This design comes from an exercise in tuning for small area on the open sky130 flow, not from production work.
The RTL was checked by simulation tests, not by an equivalence proof against the original design.
Power and IR drop assume default switching activity.

==> design.v <==
module HopfieldControl(
	input clk,
	input rst,
	input same_input,   
	input converged,    
	output reg modify_neuron,              
	output reg modify_neuron_using_input,  
	output reg modify_weights              
);
	reg [1:0] state;
	reg [1:0] next_state;
	always @( * ) begin
		modify_neuron = 0;
		modify_neuron_using_input = 0;
		modify_weights = 0;
		case (state)
			2'd0: begin
				modify_neuron = 1;
				modify_neuron_using_input = 1;
			end
			2'd1: modify_neuron = 1;
			2'd2: modify_weights = 1;
			default: ;
		endcase
	end
	always @( * ) begin
		next_state = state;
		case (state)
			2'd0:
				if (same_input) next_state = 2'd1;
			2'd1:
				if (converged) next_state = 2'd2;
				else if (~same_input) next_state = 2'd0;
			2'd2:
				if (~same_input) next_state = 2'd0;
			default: ;
		endcase
	end
	always @(posedge clk) begin
		if (rst) state <= 2'd0;
		else     state <= next_state;
	end
endmodule
module HopfieldDatapath(
	input clk,
	input rst,
	input  [5'd31:0] pattern_input,
	input modify_neuron,
	input modify_neuron_using_input,
	input modify_weights,
	output same_input,
	output converged,
	output reg [5'd31:0] neuron_states
);
	localparam N = 32;
	reg  [N-1:0] pattern_input_prev;
	wire [N-1:0] neuron_states_new;
	wire [N-1:0] wm [0:N-1];
	genvar i, j;
	generate
		for (i = 0; i < N; i = i + 1) begin : row
			assign wm[i][i] = 1'b0;
			for (j = i + 1; j < N; j = j + 1) begin : col
				reg w;
				always @(posedge clk) begin
					if (rst)
						w <= 1'b0;
					else if (modify_weights & pattern_input[i] & pattern_input[j])
						w <= 1'b1;
				end
				assign wm[i][j] = w;
				assign wm[j][i] = w;
			end
			assign neuron_states_new[i] = |(wm[i] & neuron_states);
		end
	endgenerate
	assign same_input = (pattern_input == pattern_input_prev);
	assign converged  = (neuron_states == neuron_states_new);
	always @(posedge clk) begin
		pattern_input_prev <= pattern_input;
		if (modify_neuron) begin
			if (modify_neuron_using_input)
				neuron_states <= pattern_input;
			else
				neuron_states <= neuron_states_new;
		end
	end
endmodule
module HopfieldNetwork(
	input        clk,
	input        rst,
	input  [5'd31:0] pattern_input,
	output [5'd31:0] neuron_states
);
	wire same_input;
	wire converged;
	wire modify_neuron;
	wire modify_neuron_using_input;
	wire modify_weights;
	HopfieldDatapath dpath(
		.clk(clk),
		.rst(rst),
		.pattern_input(pattern_input),
		.modify_neuron(modify_neuron),
		.modify_neuron_using_input(modify_neuron_using_input),
		.modify_weights(modify_weights),
		.same_input(same_input),
		.converged(converged),
		.neuron_states(neuron_states)
	);
	HopfieldControl ctrl(
		.clk(clk),
		.rst(rst),
		.same_input(same_input),
		.converged(converged),
		.modify_neuron(modify_neuron),
		.modify_neuron_using_input(modify_neuron_using_input),
		.modify_weights(modify_weights)
	);
endmodule
==> run.sh <==
#!/bin/bash
# synth_recipe.tcl (not shown) runs the flow's synth.tcl, then flattens the netlist and writes it again
# the make line also repeats each setting of config.mk as NAME=value (left out here)
make -C /OpenROAD-flow-scripts/flow DESIGN_CONFIG=/design/flow/config.mk WORK_HOME=/design/flow/orfs CLKGATE_MAP_FILE= SYNTH_SCRIPT=/design/flow/synth_recipe.tcl finish
==> config.mk <==
export PLATFORM = sky130hd
export DESIGN_NAME = HopfieldNetwork
export DESIGN_NICKNAME = HopfieldNetwork
export VERILOG_FILES = /design/flow/design.v
export SDC_FILE = /design/flow/constraint.sdc
export NUM_CORES = 4
export LEC_CHECK = 0
export ABC_AREA = 1
export CAP_MARGIN = 20
export CORE_MARGIN = 2
export CORE_UTILIZATION = 40
export SLEW_MARGIN = 20
==> constraint.sdc <==
create_clock -name core_clock -period 9.0 [get_ports {clk}]
set_input_delay 1.8000 -clock core_clock [delete_from_list [all_inputs] [get_ports {clk}]]
set_output_delay 1.8000 -clock core_clock [all_outputs]
set_load 0.01 [all_outputs]
==> results_dict.tcl, run 1 <==
set metrics [dict create \
    arrival_ns 5.03 \
    viasPerCell 5.00 \
    htreeDepth 3 \
    cp_top_family "buffers and inverters" \
    place_area_um2 29100 \
    cts_made_buffers 66 \
    finalClockSkew_ns 0.0391 \
    grt_max_degree 155 \
    worstMarginPinSlew_ns 1.11 \
    crit_path_frequent_cell "nor2_1" \
    syn_avg_cell_area_um2 6.34 \
    synth_cell_types 27 \
    grt_antenna_before_repair 2 \
    gp_congestion 0.921 \
    status "no timing/DRC/antenna violations" \
    dr.pass1.iters 6 \
    startpoint_type "input pin" \
    async_flop_share 0 \
    endpoint_kind "register" \
    power_mw 5.88 \
    drc 0 \
    yosysWarnings 2 \
    coreArea_um2 70400 \
    hold_buffers 0 \
    postRouteAntennaNets 0 \
    port_buffers 65 \
    path_class "input pin to register" \
    clockBufferDepth 3 \
    synth_ff_type "dfxtp_1" \
    hold_viol 0 \
    min_period_ns 4.58 \
    final_nets 4465 \
    die_w_um 271 \
    yosysSeqAreaShare 0.405 \
    synth_area_leaders "dfxtp_1, nand2_1, nor2_1, a21oi_1, inv_1" \
    worst-path-buf-inv 2 \
    track_usage 0.279 \
    start_util 0.406 \
    rsz0062_at_grt "no" \
    clk_pin_slew_ns 0.06 \
    cts_setup_buffers 0 \
    critical-path-max-stage-delay_ns 1.06 \
    synth_top_area_share 0.372 \
    crit_chain "clkdlybuf4s50_1 -> clkinv_1 -> or2_2 -> nand3_1 -> nor3_1 -> nand2_1 -> nor2_1 -> o211ai_1 -> nor2_1 -> o21ai_0 -> a21oi_1" \
    grt_pass1_vias 24500 \
    report.final.slew_viol_count 0 \
    post-route-period-util 0.509 \
    wl_per_cell_um 19.3 \
    synthesis.area_um2 28600 \
    leakage_nw 14.3 \
    fin_cells 5417 \
    placed_cells 5299 \
    clk_latency_ns 0.61 \
    fin_area_um2 31200 \
    setup_tns_ns 0 \
    drtIter0Drc 2713 \
    cp_max_fo 26 \
    slew_headroom 0.254 \
    cts_resized 0 \
    area_growth_pct 9.10 \
    grt_pass1_wl_um 156000 \
    cp.required_ns 9.45 \
    drv_cap 0 \
    wirelength_um 104000 \
    postSynthCellCount 4503 \
    setup_viol 0 \
    yosysMostFrequentCell "nand2_1" \
    ir_drop_mv 0.146 \
    dieArea_um2 73500 \
    nFillCells 7586 \
    synth.largest_area_cell "dfxtp_1" \
    vias 27100 \
    clock.fmax_mhz 218 \
    diodes 0 \
    ys_seq_elements 562 \
    multiInputGateArea_um2 13600 \
    cp_slowest_cell "clkinv_1" \
    synth_edf_count 32 \
    seqCellArea_um2 11600 \
    synth_commonest_cells "nand2_1, dfxtp_1, nor2_1" \
    min_path_type "register to register" \
    rows 97 \
    dp_hpwl_um 68100 \
    drive_gt1_frac 0.0436 \
    io_pins 66 \
    cts_tree "done" \
    cts.sinks 562 \
    die_y_um 271 \
    powerDensity_nw_per_um2 189 \
    grt_overflow 0 \
    ctsRootBufferMaster "clkbuf_16" \
]
[cell families after synthesis]
| logic type | synth area share |
|---|---|
| AOI/OAI and AO/OA | 0.110 |
| xor gates and xnor gates | 0.00613 |
| buffers and inverters | 0.120 |
| adders and majority gates | 0.00175 |
| DFF | 0.405 |
| and+or+nand+nor | 0.357 |
[sequential cells by signal, summed over array words and instances, names as in the netlist]
register,cells
dpath.row.col.w,496
dpath.neuron_states,32
dpath.pattern_input_prev,32
ctrl.state,2
[metal layers]
layer	wire (um)	GRT usage	up-vias
li1	-	-	13500
met1	45700	0.382	12400
met2	45800	0.436	1024
met3	8120	0.0429	206
met4	4790	0.122	2
met5	13	0	-
[through the flow]
stage	worst slack [ns]	util	hold WS, ns
2_1_floorplan	5.89	-	0.444
3_3_place_gp	3.93	0.413	0.452
3_5_place_dp	3.91	0.413	0.455
4_1_cts	4.55	0.443	0.465
5_1_grt	4.26	0.443	0.477
6_report	4.42	0.443	0.464
[cell usage in the layout, fill, tap and decap left out, types with 2 or more instances in the layout]
cell	instances
buf_4	56
nand4_1	7
a31oi_1	20
o21ai_0	21
clkinv_2	9
nand2_1	2069
inv_6	2
clkbuf_8	16
dfxtp_1	530
nand3b_1	7
edfxtp_1	32
nor2_1	497
or2_2	13
clkdlybuf4s50_1	61
inv_1	430
buf_2	3
nor3_1	6
clkbuf_16	68
a21oi_1	337
o21a_1	163
clkinv_1	12
clkbuf_1	21
nand3_1	45
xor2_1	10
xnor2_1	10
nor2_2	21
ha_1	3
[worst register-to-register path, cell delays in order, from the launching register on]
cell      delay (ns)
edfxtp_1        0.47
buf_4           0.30
nand2_1         0.16
nand2_1         0.05
nor2_1          0.59
nand2_1         0.25
nor2_2          0.36
nand2_1         0.10
nand2_1         0.06
nand2_1         0.05
inv_1           0.08
nand2_1         0.06
nor2_1          0.10
nand2_1         0.06
nor2_2          0.12
nand3_1         0.08
nand2_1         0.06
a21oi_1         0.05
[worst paths after layout]
kind | startpoint | end | slack (ns) | cells after the start
worst min-delay path | dpath.row[11].col[14].w | dpath.row[11].col[14].w | 0.46 | 2
worst max register to register | dpath.neuron_states[7] | ctrl.state[0] | 5.84 | 17
worst min register to register | dpath.row[11].col[14].w | dpath.row[11].col[14].w | 0.46 | 2
worst max-delay path | pattern_input[27] | ctrl.state[1] | 4.42 | 11
[where the power goes]
part	total [mW]	leakage, nW	switching, mW	internal, mW
Combinational	0.663	8.64	0.537	0.126
Sequential	2.58	4.62	0.0303	2.55
Clock	2.64	1.03	1.11	1.52
[cell type report]
type,count,area share
flip-flops and latches,562,0.371
clock inverters,13,0.00277
well taps,940,0.0377
clock buffers,105,0.0642
inverters,444,0.0536
multi-input cells,3231,0.436
repair buffers,122,0.0347
==> inputs of run 2 (changes only) <==
--- a/config.mk
+++ b/config.mk
@@ -5,8 +5,11 @@
 export SDC_FILE = /design/flow/constraint.sdc
 export NUM_CORES = 4
 export LEC_CHECK = 0
-export ABC_AREA = 1
 export CAP_MARGIN = 20
+export CELL_PAD_IN_SITES_DETAIL_PLACEMENT = 1
 export CORE_MARGIN = 2
-export CORE_UTILIZATION = 40
+export CORE_UTILIZATION = 35
+export CTS_BUF_LIST = sky130_fd_sc_hd__clkbuf_8
+export CTS_CLUSTER_DIAMETER = 60
+export CTS_CLUSTER_SIZE = 15
 export SLEW_MARGIN = 20
==> run 2 against run 1 <==
First-iteration DRC count grew 82%. Sequential power is essentially flat. Critical endpoint is now ctrl.state[0]. Maximum frequency shrank 9.4%. Final cell count shrank 36%. Area after synthesis shrank 19%. Global-route usage grew 15 points. Final area shrank 18%. Combinational power grew 3.6%. Still clean.
==> results_dict.tcl, run 2 <==
set metrics [dict create \
    cts_setup_buffers 0 \
    fin_area_um2 25600 \
    clock.fmax_mhz 198 \
    grt_max_degree 146 \
    largest_reg_flops 496 \
    grt_antenna_before_repair 19 \
    clk_latency_ns 0.73 \
    netSwitchingPower_mw 1.63 \
    critical-path-max-stage-delay_ns 1.03 \
    coreArea_um2 65700 \
    dr.pass1.iters 7 \
    timing.rr.start "dpath.neuron_states[10]" \
    synth_commonest_cells "dfxtp_1, nor2_1, a21oi_1" \
    synth-compound-area-share 0.278 \
    cts_resized 0 \
    cts_made_buffers 52 \
    yosysMostFrequentCell "dfxtp_1" \
    comb_power_share 0.136 \
    worstMarginPinSlew_ns 1.23 \
    htreeDepth 2 \
    crit_path_frequent_cell "nand4_1" \
    synth_top_family_by_area "compound AO/OA/AOI/OAI gates" \
    worst-path-buf-inv 1 \
    internal_power_mw 3.43 \
    final_nets 2580 \
    die_y_um 262 \
    hold_viol 0 \
    endpoint_kind "register" \
    synth.largest_area_cell "dfxtp_1" \
    crit_chain "buf_4 -> a22o_1 -> a221oi_1 -> nand4_1 -> or3_1 -> xor2_1 -> nor4_1 -> nand4_1 -> o31a_1" \
    viasPerCell 7.16 \
    arrival_ns 5.67 \
    ir_drop_mv 0.0971 \
    synth_mux_area_frac 0.0160 \
    dieArea_um2 68400 \
    setup_tns_ns 0 \
    grt_pass1_vias 22900 \
    cp_max_fo 33 \
    yosysWarnings 2 \
    slew_headroom 0.179 \
    largestRegisters "dpath.row.col.w (496), dpath.neuron_states (32), dpath.pattern_input_prev (32)" \
    power_mw 5.05 \
    synth_top_area_share 0.457 \
    switching_share 0.322 \
    synthSimpleGateAreaFrac 0.132 \
    yosysSeqAreaShare 0.498 \
    port_buffers 65 \
    grt_pass1_wl_um 203000 \
    syn_avg_cell_area_um2 8.89 \
    r2r_cells 9 \
    p_clk_frac 0.354 \
    postSynthCellCount 2614 \
    wl_per_cell_um 43.8 \
    holdPathStages 2 \
    clockBufferDepth 3 \
    synth_ff_type "dfxtp_1" \
    die_w_um 262 \
    power_frac_seq 0.510 \
    drc 0 \
    io_pins 66 \
    min_path_type "register to register" \
    cts_tree "done" \
    top_register "dpath.row.col.w" \
    report.final.slew_viol_count 0 \
    dp_hpwl_um 101000 \
    drv_cap 0 \
    hold_end "dpath.row[7].col[24].w" \
    path_class "register to register" \
    hold_buffers 0 \
    track_usage 0.432 \
    drtIter0Drc 4951 \
    ctsRootBufferMaster "clkbuf_8" \
    clk_pin_slew_ns 0.11 \
    postRouteAntennaNets 0 \
    gp_congestion 1.05 \
    powerDensity_nw_per_um2 197 \
    async_flop_share 0 \
    finalClockSkew_ns 0.0625 \
    wirelength_um 151000 \
    synth_xor_area_frac 0.0241 \
    cp_top_family "simple AND/OR/NAND/NOR gates" \
    setup_viol 0 \
    min_period_ns 5.05 \
    rows 94 \
    rsz0062_at_grt "no" \
    ff2ff_setup_slack_ns 3.95 \
    status "no timing/DRC/antenna violations" \
    layout_commonest_cell "dfxtp_1" \
    grt_overflow 0 \
    hold_ws_ns 0.512 \
    mostFrequentLayoutCells "dfxtp_1, nor2_1, a21oi_1" \
    place_area_um2 24400 \
    cp.required_ns 9.61 \
    synth_area_leaders "dfxtp_1, a21oi_1, a22oi_1, nor2_1, edfxtp_1" \
    synth_edf_count 32 \
    synthAdderAreaFrac 0.00215 \
    startpoint_type "register" \
    cts.sinks 562 \
    area_growth_pct 10.3 \
    vias 24700 \
    hp-start "dpath.row[7].col[24].w" \
    leakage_nw 9.26 \
    drive_gt1_frac 0.0860 \
    cp_slowest_cell "nor4_1" \
    post-route-period-util 0.561 \
    nFillCells 7573 \
    synth_cell_types 37 \
    start_util 0.353 \
    synthesis.area_um2 23200 \
    timing.rr.end "ctrl.state[0]" \
    ys_seq_elements 562 \
]
[run 2: kinds of logic after synthesis]
group                      Yosys count
AOI/OAI and AO/OA                  981
and+or+nand+nor                    694
DFF                                562
buffers and inverters              276
adders and majority gates            4
muxes                               33
xor gates and xnor gates            64
[run 2: worst min-delay path, cell delays in order (launching register included)]
cell and delay [ns]:
dfxtp_1 0.36, a21oi_1 0.05, nor2_1 0.07
[run 2: cell type report]
type,count,area [um2],area share
Inverter,2,7.51,0.000293
Clock buffer,61,840,0.0328
Timing Repair Buffer,148,1270,0.0494
Sequential cell,562,11600,0.452
Multi-Input combinational cell,1776,10500,0.411
Tap cell,864,1080,0.0422
Clock inverter,32,308,0.0120
Antenna cell,6,15.0,0.000586
[run 2: stage by stage]
stage	cells	util	setup WS [ns]
floorplan	2614	-	5.49
global placement	3351	0.372	3.49
detailed placement	3351	0.372	3.58
CTS	3444	0.389	4.32
global route	3448	0.389	4.18
finish	3451	0.390	3.95
[run 2: worst max-delay path by stage]
stage          depth (start not counted)       endpoint  slack, ns                    start
4_1_cts                                9  ctrl.state[0]       4.32        pattern_input[16]
6_report                               9  ctrl.state[0]       3.95  dpath.neuron_states[10]
3_5_place_dp                           9  ctrl.state[0]       3.58        pattern_input[16]
5_1_grt                                9  ctrl.state[0]       4.18        pattern_input[16]
2_1_floorplan                          9  ctrl.state[0]       5.49        pattern_input[25]
3_3_place_gp                           9  ctrl.state[0]       3.49        pattern_input[16]
[run 2: power groups by stage]
stage | clock, mW | combinational [mW] | sequential [mW]
floorplan | 0 | 0.272 | 2.64
global placement | 0 | 0.642 | 2.63
detailed placement | 0 | 0.641 | 2.63
CTS | 1.80 | 0.643 | 2.57
global route | 1.88 | 0.657 | 2.58
finish | 1.79 | 0.687 | 2.58
[run 2: metal layers]
layer	global-route usage	vias to the layer above	share of wire
met1	0.562	12400	0.38
li1	-	9493	-
met3	0.126	593	0.13
met2	0.619	2231	0.40
met5	0.00556	-	0.0012
met4	0.292	22	0.087
==> inputs of run 3 (changes only) <==
==> flow/run.sh (new file) <==
#!/bin/bash
# Layout flow: the standard ORFS flow (standard.sh) with three changes, set
# through ORFS's own variables:
#  - the buffers ABC inserts are removed at floorplan (repair_design re-buffers
#    only the nets that need it),
#  - the port buffers are the smallest buffer (they are still one per port),
#  - clock tree: clkbuf_8 leaf clusters of up to 15 sinks, no dummy loads.
set -euo pipefail
export REMOVE_ABC_BUFFERS=1
export BUFFER_PORTS_ARGS="-buffer_cell sky130_fd_sc_hd__buf_1"
export CTS_ARGS="-sink_clustering_enable -repair_clock_nets -dont_use_dummy_load -buf_list sky130_fd_sc_hd__clkbuf_8 -sink_clustering_size 15 -sink_clustering_max_diameter 60"
bash standard.sh finish > flow_orfs.log 2>&1
==> standard.sh (new file) <==
#!/bin/bash
# synth_recipe.tcl (not shown) runs the flow's synth.tcl, then flattens the netlist and writes it again
# the make line also repeats each setting of config.mk as NAME=value (left out here)
make -C /OpenROAD-flow-scripts/flow DESIGN_CONFIG=/design/flow/config.mk WORK_HOME=/design/flow/orfs CLKGATE_MAP_FILE= SYNTH_SCRIPT=/design/flow/synth_recipe.tcl "${@:-finish}"
==> config.mk (replaced) <==
export PLATFORM = sky130hd
export DESIGN_NAME = HopfieldNetwork
export DESIGN_NICKNAME = HopfieldNetwork
export VERILOG_FILES = /design/flow/design.v
export SDC_FILE = /design/flow/constraint.sdc
export NUM_CORES = 4
export LEC_CHECK = 0
export CAP_MARGIN = 20
export CORE_MARGIN = 2
export CORE_UTILIZATION = 50
export SLEW_MARGIN = 20
removed: run.sh
==> run 3 against run 2 <==
Area after synthesis unchanged. Worst setup slack improved by 0.87 ns. Largest cell class unchanged. Sequential power about the same. First-iteration DRC count increased by 23%.
==> results_dict.tcl, run 3 <==
set metrics [dict create \
    setup_viol 0 \
    viasPerCell 7.90 \
    ff2ff_setup_slack_ns 4.82 \
    top_register "dpath.row.col.w" \
    rsz0062_at_grt "no" \
    track_usage 0.543 \
    finalClockSkew_ns 0.0551 \
    min_period_ns 4.18 \
    cp_max_fo 33 \
    synth_area_leaders "dfxtp_1, a21oi_1, a22oi_1, nor2_1, edfxtp_1" \
    post-route-period-util 0.465 \
    grt_pass1_vias 21900 \
    arrival_ns 4.77 \
    drive_gt1_frac 0.0728 \
    gp_congestion 1.12 \
    wirelength_um 132000 \
    die_y_um 220 \
    setup_tns_ns 0 \
    dp_hpwl_um 85700 \
    synth.largest_area_cell "dfxtp_1" \
    yosysMostFrequentCell "dfxtp_1" \
    yosysWarnings 2 \
    synth_ff_type "dfxtp_1" \
    leakage_nw 8.79 \
    grt_overflow 0 \
    status "no timing/DRC/antenna violations" \
    start_util 0.510 \
    place_ws_ns 4.64 \
    dieArea_um2 48200 \
    fin_area_um2 24400 \
    min_path_type "register to register" \
    clk_latency_ns 0.72 \
    r2r_cells 9 \
    ir_drop_mv 0.146 \
    fin_ws_ns 4.82 \
    hold_viol 0 \
    clockBufferDepth 3 \
    timing.rr.start "dpath.neuron_states[30]" \
    cts_resized 0 \
    cp_top_family "compound AO/OA/AOI/OAI gates" \
    postRouteAntennaNets 0 \
    port_buffers 65 \
    cts_tree "done" \
    grt_antenna_before_repair 8 \
    cp.required_ns 9.59 \
    worst-path-buf-inv 1 \
    clk_pin_slew_ns 0.10 \
    drtIter0Drc 6094 \
    clock.fmax_mhz 239 \
    synth_edf_count 32 \
    dr.pass1.iters 13 \
    synth_cell_types 37 \
    largestRegisters "dpath.row.col.w (496), dpath.neuron_states (32), dpath.pattern_input_prev (32)" \
    postSynthCellCount 2614 \
    vias 24700 \
    report.final.slew_viol_count 0 \
    place_area_um2 23700 \
    drv_cap 0 \
    yosysSeqAreaShare 0.498 \
    grt_pass1_wl_um 181000 \
    critical-path-max-stage-delay_ns 1.05 \
    drc 0 \
    htreeDepth 2 \
    wl_per_cell_um 42.3 \
    die_w_um 220 \
    endpoint_kind "register" \
    cts_setup_buffers 0 \
    holdPathStages 2 \
    coreArea_um2 45600 \
    startpoint_type "register" \
    layout_commonest_cell "dfxtp_1" \
    hold_buffers 0 \
    io_pins 66 \
    hold_end "dpath.row[15].col[31].w" \
    cts.sinks 562 \
    powerDensity_nw_per_um2 185 \
    rows 78 \
    final_nets 2567 \
    worstMarginPinSlew_ns 1.38 \
    synthesis.area_um2 23200 \
    area_growth_pct 4.86 \
    grt_max_degree 228 \
    slew_headroom 0.0774 \
    largest_reg_flops 496 \
    timing.rr.end "ctrl.state[0]" \
    ys_seq_elements 562 \
    async_flop_share 0 \
    mostFrequentLayoutCells "dfxtp_1, nor2_1, a21oi_1" \
    path_class "register to register" \
    ctsRootBufferMaster "clkbuf_8" \
    crit_chain "buf_4 -> a22o_1 -> a221oi_1 -> nand4_1 -> or3_1 -> xor2_1 -> nor4_1 -> nand4_1 -> o31a_1" \
    synth_top_area_share 0.457 \
    cp_slowest_cell "a221oi_1" \
    synth_commonest_cells "dfxtp_1, nor2_1, a21oi_1" \
    cts_made_buffers 46 \
    syn_avg_cell_area_um2 8.89 \
    hp-start "dpath.row[15].col[31].w" \
    crit_path_frequent_cell "nand4_1" \
]
-- run 3: cell types whose count changed in the layout (fill, tap and decap cells not counted), sizes merged, moves of 4 or more --
cell           before  now
bufinv              4    0
inv                18    2
clkdlybuf4s50      59    0
buf                89  128
clkinv             10    0
-- run 3: cell families (layout without fill, tap and decap cells) --
family	Yosys count	after routing	share of synthesized area
AO/OA/AOI/OAI	981	981	0.278
AND/OR/NAND/NOR	694	694	0.132
flip-flops	562	562	0.498
buffers and inverters	276	189	0.0494
XOR/XNOR	64	64	0.0241
multiplexers	33	33	0.0160
adder cells (fa/ha/maj)	4	4	0.00215
other	0	4	0
-- run 3: metrics by stage --
| stage | hold WS (ns) | utilization | power, mW | std cells |
|---|---|---|---|---|
| detailed placement | 0.483 | 0.519 | 3.17 | 3077 |
| global placement | 0.471 | 0.519 | 3.17 | 3077 |
| finish | 0.507 | 0.534 | 4.50 | 3131 |
| CTS | 0.500 | 0.533 | 4.41 | 3123 |
| global route | 0.531 | 0.534 | 4.52 | 3127 |
| floorplan | 0.456 | - | 2.81 | 2340 |
-- run 3: worst min-delay path, cell delays in order (launching register included) --
cell and delay (ns):
dfxtp_1 0.36, a21oi_1 0.05, nor2_1 0.07
-- run 3: power by group --
group          leakage [nW]  switching, mW  total, mW  internal [mW]
combinational          3.84          0.522      0.613         0.0909
sequential             4.62         0.0230       2.56           2.54
clock                 0.331          0.865       1.32          0.457
-- run 3: metal layers --
metal | wire [um] | track usage | up-vias
li1 | - | - | 9427
met1 | 45800 | 0.676 | 11600
met2 | 49700 | 0.741 | 2821
met3 | 23900 | 0.264 | 846
met4 | 12800 | 0.351 | 12
met5 | 80 | 0 | -
-- run 3: worst max path at each step --
stage / slack [ns] / start / end / depth (start not counted)
4_1_cts: 5.12 / dpath.neuron_states[5] / ctrl.state[0] / 8
2_1_floorplan: 5.77 / pattern_input[25] / ctrl.state[0] / 8
6_report: 4.82 / dpath.neuron_states[30] / ctrl.state[0] / 9
3_3_place_gp: 4.67 / pattern_input[29] / ctrl.state[0] / 9
5_1_grt: 4.98 / dpath.neuron_states[22] / ctrl.state[0] / 8
3_5_place_dp: 4.64 / pattern_input[29] / ctrl.state[0] / 9
-- run 3: area by class of cell --
| cell class | instances | area [um2] |
|---|---|---|
| Clock buffer | 46 | 633 |
| Inverter | 2 | 7.51 |
| Timing Repair Buffer | 141 | 862 |
| Antenna cell | 4 | 10.0 |
| Tap cell | 600 | 751 |
| Fill cell | 4296 | 21200 |
| Sequential cell | 562 | 11600 |
| Multi-Input combinational cell | 1776 | 10500 |
==> inputs of run 4 (changes only) <==
==> flow/run.sh (replaced) <==
#!/bin/bash
# Layout flow: the standard ORFS flow (standard.sh) with these changes:
#  - after the standard synthesis, its combinational logic is mapped again
#    for area (flow/remap.sh); every flip-flop stays as synthesis made it,
#  - the buffers ABC inserts are removed at floorplan (repair_design re-buffers
#    only the nets that need it),
#  - the port buffers are the smallest buffer (they are still one per port),
#  - non-critical cells are downsized after global routing (RECOVER_POWER),
#  - clock tree: clkbuf_8 leaf clusters of up to 15 sinks, no dummy loads.
set -euo pipefail
export REMOVE_ABC_BUFFERS=1
export BUFFER_PORTS_ARGS="-buffer_cell sky130_fd_sc_hd__buf_1"
export CTS_ARGS="-sink_clustering_enable -repair_clock_nets -dont_use_dummy_load -buf_list sky130_fd_sc_hd__clkbuf_8 -sink_clustering_size 15 -sink_clustering_max_diameter 60"
R=orfs/results/$FLOW_PLATFORM/HopfieldNetwork/base
bash standard.sh synth > flow_synth.log 2>&1
cp $R/1_2_yosys.v $R/1_2_yosys_standard.v
bash flow/remap.sh $R/1_2_yosys_standard.v $R/1_2_yosys.v > flow_remap.log 2>&1
rm -f $R/1_synth.odb $R/1_synth.sdc
bash standard.sh RECOVER_POWER=100 finish > flow_orfs.log 2>&1
==> flow/area.abc (new file) <==
strash
&get -n
&st
&dch
&nf -a -R 1000 -E 1000
&put
topo
==> flow/remap.sh (new file) <==
#!/bin/bash
# Re-map the combinational logic of the standard synthesis for area, keeping
# every flip-flop instance (name, cell type and connections) as it is.
# usage: remap.sh IN.v OUT.v
set -euo pipefail
IN=$1; OUT=$2
HERE=$(cd "$(dirname "$0")" && pwd)
P=$FLOW_HOME/platforms/$FLOW_PLATFORM
L=$(ls $P/lib/sky130_fd_sc_hd__tt_025C_1v80.lib)
DU=$(sed -n '/DONT_USE_CELLS/,/^$/p' $P/config.mk | grep -oE "sky130_fd_sc_hd__\w+" | sort -u | sed 's/^/-dont_use /' | tr '\n' ' ')
FF=$(grep -oE "sky130_fd_sc_hd__\w*(df|dl|edf|sdf|sedf)\w*" $IN | sort -u | tr '\n' ' ')
PERIOD_PS=$(awk "BEGIN{print int($FLOW_PERIOD_NS*1000)}")
yosys -p "read_liberty -ignore_miss_func $L; blackbox $FF; read_verilog $IN; hierarchy -top $FLOW_TOP; flatten; opt_clean -purge; abc -liberty $L $DU -D $PERIOD_PS -script $HERE/area.abc; opt_clean -purge; rename -hide w:_*.*; opt_clean -purge; hierarchy -top $FLOW_TOP; stat -liberty $L; write_verilog -noattr -noexpr -nohex -nodec $OUT"
--- a/config.mk
+++ b/config.mk
@@ -7,5 +7,5 @@
 export LEC_CHECK = 0
 export CAP_MARGIN = 20
 export CORE_MARGIN = 2
-export CORE_UTILIZATION = 50
+export CORE_UTILIZATION = 45
 export SLEW_MARGIN = 20
==> run 4 against run 3 <==
Now fails the layout checks on capacitance limit, slew limit. Worst hold slack about the same. Combinational power down 48%. Non-clock buffer count up 2. Flip-flop and latch count unchanged. Via count up 1.4%. Area after synthesis down 6.4%. Critical path depth unchanged.
==> results_dict.tcl, run 4 <==
set metrics [dict create \
    leakage_nw 8.42 \
    startpoint_type "register" \
    coreArea_um2 47700 \
    seqCellArea_um2 11600 \
    cp.required_ns 9.53 \
    report.final.slew_viol_count 1548 \
    min_path_type "register to register" \
    hold_viol 0 \
    finalClockSkew_ns 0.0792 \
    grt_pass1_wl_um 185000 \
    cts_setup_buffers 0 \
    clk_latency_ns 0.74 \
    top_register "dpath.row.col.w" \
    vias 25100 \
    multiInputGateArea_um2 10200 \
    place_area_um2 23400 \
    cts_made_buffers 49 \
    drv_cap 48 \
    yosysWarnings 2 \
    drc 0 \
    start_util 0.455 \
    cts_tree "done" \
    netSwitchingPower_mw 1.18 \
    final_nets 2546 \
    clockBufferDepth 3 \
    grt_antenna_before_repair 16 \
    ctsRootBufferMaster "clkbuf_8" \
    clock.fmax_mhz 166 \
    die_y_um 224 \
    wl_per_cell_um 44.0 \
    switching_share 0.279 \
    internal_power_mw 3.04 \
    finish.utilization 0.500 \
    arrival_ns 6.54 \
    comb_power_share 0.075 \
    ir_drop_mv 0.136 \
    area_growth_pct 9.82 \
    io_pins 66 \
    synthesis.area_um2 21700 \
    postSynthCellCount 2318 \
    cts.sinks 562 \
    wirelength_um 138000 \
    grt_overflow 0 \
    cp_max_fo 33 \
    slew_headroom -1.35 \
    worstMarginPinSlew_ns 3.52 \
    dieArea_um2 50100 \
    gp_congestion 1.14 \
    track_usage 0.537 \
    rsz0062_at_grt "no" \
    dp_hpwl_um 88800 \
    min_period_ns 6.01 \
    check.faults "capacitance limit, slew limit" \
    cts_resized 0 \
    mostFrequentLayoutCells "dfxtp_1, nor2_1, a21oi_1" \
    path_class "register to register" \
    cp_slowest_cell "clkbuf_1" \
    nFillCells 4700 \
    drive_gt1_frac 0.0343 \
    power_frac_seq 0.601 \
    endpoint_kind "register" \
    layout_commonest_cell "dfxtp_1" \
    rows 80 \
    hold_buffers 0 \
    clk_pin_slew_ns 0.10 \
    setup_tns_ns 0 \
    p_clk_frac 0.324 \
    grt_max_degree 162 \
    largest_reg_flops 496 \
    critical-path-max-stage-delay_ns 1.93 \
    htreeDepth 2 \
    postRouteAntennaNets 0 \
    die_w_um 224 \
    drtIter0Drc 6802 \
    setup_viol 0 \
    largestRegisters "dpath.row.col.w (496), dpath.neuron_states (32), dpath.pattern_input_prev (32)" \
    post-route-period-util 0.668 \
    dr.pass1.iters 11 \
    crit_chain "clkbuf_1 -> a22oi_1 -> nand4_1 -> or3_1 -> xor2_1 -> nor4_1 -> nand3_1 -> nor3_1 -> a2111oi_0" \
    fin_area_um2 23900 \
    powerDensity_nw_per_um2 177 \
    port_buffers 65 \
    grt_pass1_vias 22000 \
    status "finished with violations" \
    viasPerCell 7.99 \
    syn_avg_cell_area_um2 9.37 \
]
-- run 4: worst paths after layout --
check / start / to / slack [ns] / cells after the start
worst min register to register: dpath.row[20].col[26].w / dpath.row[20].col[26].w / 0.51 / 2
worst min-delay path: dpath.row[20].col[26].w / dpath.row[20].col[26].w / 0.51 / 2
worst max register to register: dpath.neuron_states[10] / ctrl.state[0] / 2.99 / 9
worst max-delay path: dpath.neuron_states[10] / ctrl.state[0] / 2.99 / 9
-- run 4: power by group through the flow --
stage	Combinational (mW)	Clock [mW]	Sequential [mW]
2_1_floorplan	0.0270	0	2.64
3_3_place_gp	0.290	0	2.59
3_5_place_dp	0.290	0	2.59
4_1_cts	0.290	1.34	2.54
5_1_grt	0.297	1.42	2.54
6_report	0.316	1.37	2.54
-- run 4: stage by stage --
stage,hold WS [ns],worst slack (ns),power [mW],cells
2_1_floorplan,0.456,5.90,2.66,2318
3_3_place_gp,0.473,4.49,2.88,3072
3_5_place_dp,0.485,4.70,2.88,3073
4_1_cts,0.502,4.83,4.17,3122
5_1_grt,0.525,2.78,4.26,3128
6_report,0.506,2.99,4.22,3140
-- run 4: area by class of cell --
cell class,count,share of cell area
Sequential cell,562,0.485
Multi-Input combinational cell,1754,0.426
Tap cell,615,0.0322
Clock buffer,49,0.0283
Timing Repair Buffer,143,0.0268
Antenna cell,15,0.00157
Inverter,2,0.000315
-- run 4: worst max-delay path: cells and delay by family, from the launching register on --
kind,cells,cell delay [ns]
compound gates,2,1.17
flops,1,0.33
buf+inv,1,1.93
simple gates,5,2.26
xor+xnor,1,0.14
-- run 4: metal layers --
layer	wire (um)	track usage	vias up
li1	-	-	9435
met1	47400	0.658	11800
met2	51800	0.720	2920
met3	25500	0.284	869
met4	13300	0.358	10
met5	184	0.0332	-
==> inputs of run 5 (changes only) <==
--- a/flow/run.sh
+++ b/flow/run.sh
@@ -5,7 +5,6 @@
 #  - the buffers ABC inserts are removed at floorplan (repair_design re-buffers
 #    only the nets that need it),
 #  - the port buffers are the smallest buffer (they are still one per port),
-#  - non-critical cells are downsized after global routing (RECOVER_POWER),
 #  - clock tree: clkbuf_8 leaf clusters of up to 15 sinks, no dummy loads.
 set -euo pipefail
 export REMOVE_ABC_BUFFERS=1
@@ -16,4 +15,4 @@
 cp $R/1_2_yosys.v $R/1_2_yosys_standard.v
 bash flow/remap.sh $R/1_2_yosys_standard.v $R/1_2_yosys.v > flow_remap.log 2>&1
 rm -f $R/1_synth.odb $R/1_synth.sdc
-bash standard.sh RECOVER_POWER=100 finish > flow_orfs.log 2>&1
+bash standard.sh finish > flow_orfs.log 2>&1
--- a/config.mk
+++ b/config.mk
@@ -6,6 +6,7 @@
 export NUM_CORES = 4
 export LEC_CHECK = 0
 export CAP_MARGIN = 20
+export CELL_PAD_IN_SITES_DETAIL_PLACEMENT = 1
 export CORE_MARGIN = 2
-export CORE_UTILIZATION = 45
+export CORE_UTILIZATION = 35
 export SLEW_MARGIN = 20
==> run 5 against run 4 <==
Largest power group unchanged. First-iteration DRC count decreased by 18%. Final cell count is 7.1% higher. Via count shrank 0.76%. Now clean on timing, DRC and antenna. Worst setup slack better by 1.4 ns. Maximum frequency is 30% higher.
==> results_dict.tcl, run 5 <==
set metrics [dict create \
    status "no timing/DRC/antenna violations" \
    layout_commonest_cell "dfxtp_1" \
    drc 0 \
    largestRegisters "dpath.row.col.w (496), dpath.neuron_states (32), dpath.pattern_input_prev (32)" \
    cts_resized 0 \
    setup_viol 0 \
    report.final.slew_viol_count 0 \
    gp_congestion 1.12 \
    die_y_um 253 \
    cp.required_ns 9.52 \
    hold_viol 0 \
    path_class "register to register" \
    rows 91 \
    slew_headroom 0.0940 \
    dr.pass1.iters 10 \
    coreArea_um2 61600 \
    postSynthCellCount 2318 \
    post-route-period-util 0.513 \
    cts_setup_buffers 0 \
    largest_reg_flops 496 \
    finalClockSkew_ns 0.0702 \
    setup_tns_ns 0 \
    syn_avg_cell_area_um2 9.37 \
    clock.fmax_mhz 216 \
    grt_antenna_before_repair 16 \
    powerDensity_nw_per_um2 174 \
    cts_made_buffers 49 \
    port_buffers 65 \
    worstMarginPinSlew_ns 1.36 \
    ctsRootBufferMaster "clkbuf_8" \
    die_w_um 253 \
    postRouteAntennaNets 0 \
    final_nets 2552 \
    yosysWarnings 2 \
    endpoint_kind "register" \
    min_period_ns 4.62 \
    clk_latency_ns 0.74 \
    drive_gt1_frac 0.0612 \
    track_usage 0.454 \
    cts.sinks 562 \
    mostFrequentLayoutCells "dfxtp_1, nor2_1, a21oi_1" \
    wl_per_cell_um 43.8 \
    cts_tree "done" \
    cp_max_fo 20 \
    rsz0062_at_grt "no" \
    area_growth_pct 12.3 \
    io_pins 66 \
    drv_cap 0 \
    leakage_nw 8.65 \
    ir_drop_mv 0.0905 \
    hold_buffers 0 \
    clk_pin_slew_ns 0.12 \
    start_util 0.353 \
    grt_max_degree 168 \
    grt_overflow 0 \
    multiInputGateArea_um2 10200 \
    dp_hpwl_um 96700 \
    drtIter0Drc 5569 \
    clockBufferDepth 3 \
    htreeDepth 2 \
    min_path_type "register to register" \
    grt_pass1_vias 23100 \
    arrival_ns 5.14 \
    dieArea_um2 64100 \
    viasPerCell 7.40 \
    wirelength_um 147000 \
    power_mw 4.25 \
    startpoint_type "register" \
    top_register "dpath.row.col.w" \
    ff2ff_setup_slack_ns 4.38 \
    nFillCells 7133 \
    seqCellArea_um2 11600 \
    synthesis.area_um2 21700 \
    vias 24900 \
    grt_pass1_wl_um 199000 \
]
## run 5: through the flow
| step | area [um2] | hold WS [ns] | util | std cells | setup slack [ns] |
|---|---|---|---|---|---|
| 2_1_floorplan | 21700 | 0.456 | - | 2318 | 5.90 |
| 3_5_place_dp | 23700 | 0.491 | 0.384 | 3298 | 4.64 |
| 4_1_cts | 24300 | 0.511 | 0.395 | 3347 | 4.95 |
| 6_report | 24400 | 0.515 | 0.396 | 3364 | 4.38 |
| 5_1_grt | 24400 | 0.540 | 0.396 | 3355 | 4.49 |
| 3_3_place_gp | 23700 | 0.472 | 0.384 | 3298 | 4.74 |
## run 5: area by class of cell
cell class | instances | share of cell area
flip-flops and latches | 562 | 0.474
inverters | 2 | 0.000308
well taps | 837 | 0.0429
multi-input cells | 1754 | 0.417
diodes | 11 | 0.00113
clock buffers | 49 | 0.0276
repair buffers | 149 | 0.0369
## run 5: layer usage
| layer | share of wire | GRT usage | vias to the layer above |
|---|---|---|---|
| li1 | - | - | 9425 |
| met1 | 0.36 | 0.563 | 12400 |
| met2 | 0.39 | 0.623 | 2426 |
| met3 | 0.16 | 0.212 | 651 |
| met4 | 0.086 | 0.300 | 12 |
| met5 | 0.00046 | 0 | - |
## run 5: final timing paths
path	from	to	cells after the start
setup reg to reg	dpath.neuron_states[9]	ctrl.state[0]	11
hold / removal	dpath.row[1].col[19].w	dpath.row[1].col[19].w	2
setup / recovery	dpath.neuron_states[9]	ctrl.state[0]	11
hold reg to reg	dpath.row[1].col[19].w	dpath.row[1].col[19].w	2
## run 5: report_power, final
part	total (mW)	internal, mW	switching (mW)
registers	2.54	2.52	0.0146
logic	0.329	0.0446	0.284
clock network	1.38	0.485	0.899
total	4.25	3.05	1.20
## run 5: worst max-delay path, cell delays in order (launching register included)
cell       delay [ns]
edfxtp_1         0.68
buf_4            0.39
a222oi_1         0.54
clkbuf_4         0.33
buf_2            0.22
nand4_1          0.12
or3_1            0.70
xor2_1           0.26
nor4_1           0.31
nand3_1          0.12
nor3_1           0.52
a2111oi_0        0.22
==> inputs of run 6 (changes only) <==
==> flow/area.abc (replaced) <==
strash
&get -n
&st
&b -d
&dch
&nf -a -R 1000 -E 1000
&put
topo
==> run 6 against run 5 <==
Highest routed layer unchanged. Critical path type unchanged. Die area decreased by 0.60%. Total power down 0.22%. Area after synthesis shrank 0.60%. Synthesized cell count is the same. Clock power hardly changed. Register-to-register slack got worse by 0.15 ns.
==> results_dict.tcl, run 6 <==
set metrics [dict create \
    route.met3.wl_um 22300 \
    power_frac_seq 0.598 \
    status "no timing/DRC/antenna violations" \
    min_path_type "register to register" \
    port_buffers 65 \
    powerDensity_nw_per_um2 175 \
    ff2ff_setup_slack_ns 4.23 \
    switching_share 0.280 \
    clock.fmax_mhz 210 \
    top_register "dpath.row.col.w" \
    syn_avg_cell_area_um2 9.32 \
    timing.rr.end "ctrl.state[0]" \
    mostFrequentLayoutCells "nor2_1, dfxtp_1, a21oi_1" \
    leakage_nw 8.55 \
    die_w_um 252 \
    hold_viol 0 \
    viasPerCell 7.43 \
    setup_viol 0 \
    grt_pass1_wl_um 196000 \
    postSynthCellCount 2318 \
    htreeDepth 2 \
    r2r_cells 12 \
    cp_max_fo 21 \
    grt_overflow 0 \
    largest_reg_flops 496 \
    grt_max_degree 193 \
    startpoint_type "register" \
    cts_tree "done" \
    clk_latency_ns 0.69 \
    ctsRootBufferMaster "clkbuf_8" \
    io_pins 66 \
    finish.utilization 0.395 \
    dp_hpwl_um 95900 \
    arrival_ns 5.31 \
    area_growth_pct 12.3 \
    netSwitchingPower_mw 1.19 \
    track_usage 0.443 \
    cts_resized 0 \
    setup_tns_ns 0 \
    grt_pass1_vias 23100 \
    post-route-period-util 0.530 \
    top_layer "met5" \
    cts.sinks 562 \
    clk_pin_slew_ns 0.10 \
    internal_power_mw 3.05 \
    dieArea_um2 63700 \
    cts_setup_buffers 0 \
    report.final.slew_viol_count 0 \
    wl_per_cell_um 43.5 \
    rsz0062_at_grt "no" \
    hp-start "dpath.row[20].col[21].w" \
    met2WireLength_um 56500 \
    cts_made_buffers 49 \
    ir_drop_mv 0.101 \
    postRouteAntennaNets 0 \
    nFillCells 7112 \
    path_class "register to register" \
    drive_gt1_frac 0.0622 \
    synthesis.area_um2 21600 \
    slew_headroom 0.116 \
    p_clk_frac 0.323 \
    place_area_um2 23500 \
    die_y_um 252 \
    drv_cap 0 \
    drc 0 \
    rows 91 \
    fin_area_um2 24300 \
    largestRegisters "dpath.row.col.w (496), dpath.neuron_states (32), dpath.pattern_input_prev (32)" \
    gp_congestion 1.12 \
    worstMarginPinSlew_ns 1.29 \
    comb_power_share 0.079 \
    finalClockSkew_ns 0.0552 \
    final_nets 2560 \
    vias 24700 \
    wirelength_um 145000 \
    hold_ws_ns 0.516 \
    start_util 0.352 \
    grt_antenna_before_repair 14 \
    hold_end "dpath.row[20].col[21].w" \
    min_period_ns 4.77 \
    yosysWarnings 2 \
    coreArea_um2 61400 \
    timing.rr.start "dpath.neuron_states[19]" \
    clockBufferDepth 3 \
    drtIter0Drc 5246 \
    cp.required_ns 9.54 \
    endpoint_kind "register" \
    dr.pass1.iters 12 \
    hold_buffers 0 \
    holdPathStages 2 \
    wl_met1_um 52400 \
]
[run 6: worst max-delay path by stage]
stage                                 start                     end  cells past startpoint
finish              dpath.neuron_states[19]           ctrl.state[0]                     12
global route        dpath.neuron_states[19]           ctrl.state[0]                     12
CTS                 dpath.neuron_states[19]           ctrl.state[0]                     12
detailed placement         pattern_input[5]           ctrl.state[0]                      9
global placement           pattern_input[5]           ctrl.state[0]                      9
floorplan                     ctrl.state[1]  dpath.row[0].col[10].w                      5
[run 6: routing by layer]
layer	vias to the layer above	GRT usage
li1	9416	-
met1	12100	0.557
met2	2412	0.620
met3	699	0.179
met4	14	0.298
met5	-	0
[run 6: critical path: stages (launching register included)]
cell and delay [ns]:
edfxtp_1 0.38, buf_4 0.23, buf_4 0.30, a22o_1 0.25
a221oi_1 0.23, nand3_1 0.11, a2111oi_0 1.02, nand4_1 0.64
xor2_1 0.34, nor4_1 0.55, nand3_1 0.20, nor3_1 0.26
nor4_1 0.07
[run 6: power groups by stage]
stage / sequential [mW] / combinational, mW / clock [mW]
after CTS: 2.54 / 0.311 / 1.36
after floorplan: 2.64 / 0.0282 / 0
final: 2.54 / 0.337 / 1.37
after detailed placement: 2.59 / 0.310 / 0
after global placement: 2.59 / 0.309 / 0
after global routing: 2.54 / 0.323 / 1.44
[run 6: through the flow]
stage / total power, mW / worst slack (ns) / cells
floorplan: 2.66 / 5.52 / 2318
global placement: 2.90 / 4.49 / 3260
detailed placement: 2.90 / 4.55 / 3261
CTS: 4.21 / 4.79 / 3310
global route: 4.30 / 4.59 / 3315
finish: 4.24 / 4.23 / 3321
[run 6: cell type report]
class                           instances  area [um2]  share of cell area
Sequential cell                       562       11600               0.477
Multi-Input combinational cell       1753       10000               0.413
Tap cell                              790         988              0.0407
Timing Repair Buffer                  157         971              0.0400
Clock buffer                           49         674              0.0278
Antenna cell                            7        17.5            0.000722
Inverter                                3        11.3            0.000464

[static timing again, ports no longer ideal]
The flow's constraints put no driver on any port. The routed layouts listed below were extracted and timed again, unchanged, in two steps.
Step 1 assumes that a clkbuf_16 drives the clock port and a buf_2 every other input.
Step 2 also shifts input and output timing later by t, the mid clock arrival at the registers, as if the neighbouring blocks saw the same clock.
Slacks: ideal / step 1 / step 2; pairs: ideal / step 1.
run | t, ns | setup WS [ns] | latest minus earliest clock arrival (ns) | worst slew at a driven data input, ns | pins driven straight from the clock port
run 1 | 0.659 | 4.422 / 4.464 / 3.805 | 0.040 / 0.040 | 0.06 | 1
run 2 | 0.757 | 3.947 / 3.947 / 3.542 | 0.078 / 0.078 | 0.05 | 1
run 3 | 0.748 | 4.816 / 4.816 / 4.513 | 0.056 / 0.057 | 0.04 | 1
run 4 | 0.755 | 2.989 / 2.989 / 2.351 | 0.088 / 0.088 | 0.03 | 1
run 5 | 0.768 | 4.379 / 4.379 / 4.379 | 0.079 / 0.079 | 0.04 | 1
run 6 | 0.735 | 4.232 / 4.232 / 4.232 | 0.075 / 0.074 | 0.03 | 1
The setup slack of run 4, which loses most, moves by 0.000 ns with the drivers and by -0.638 ns with both steps.
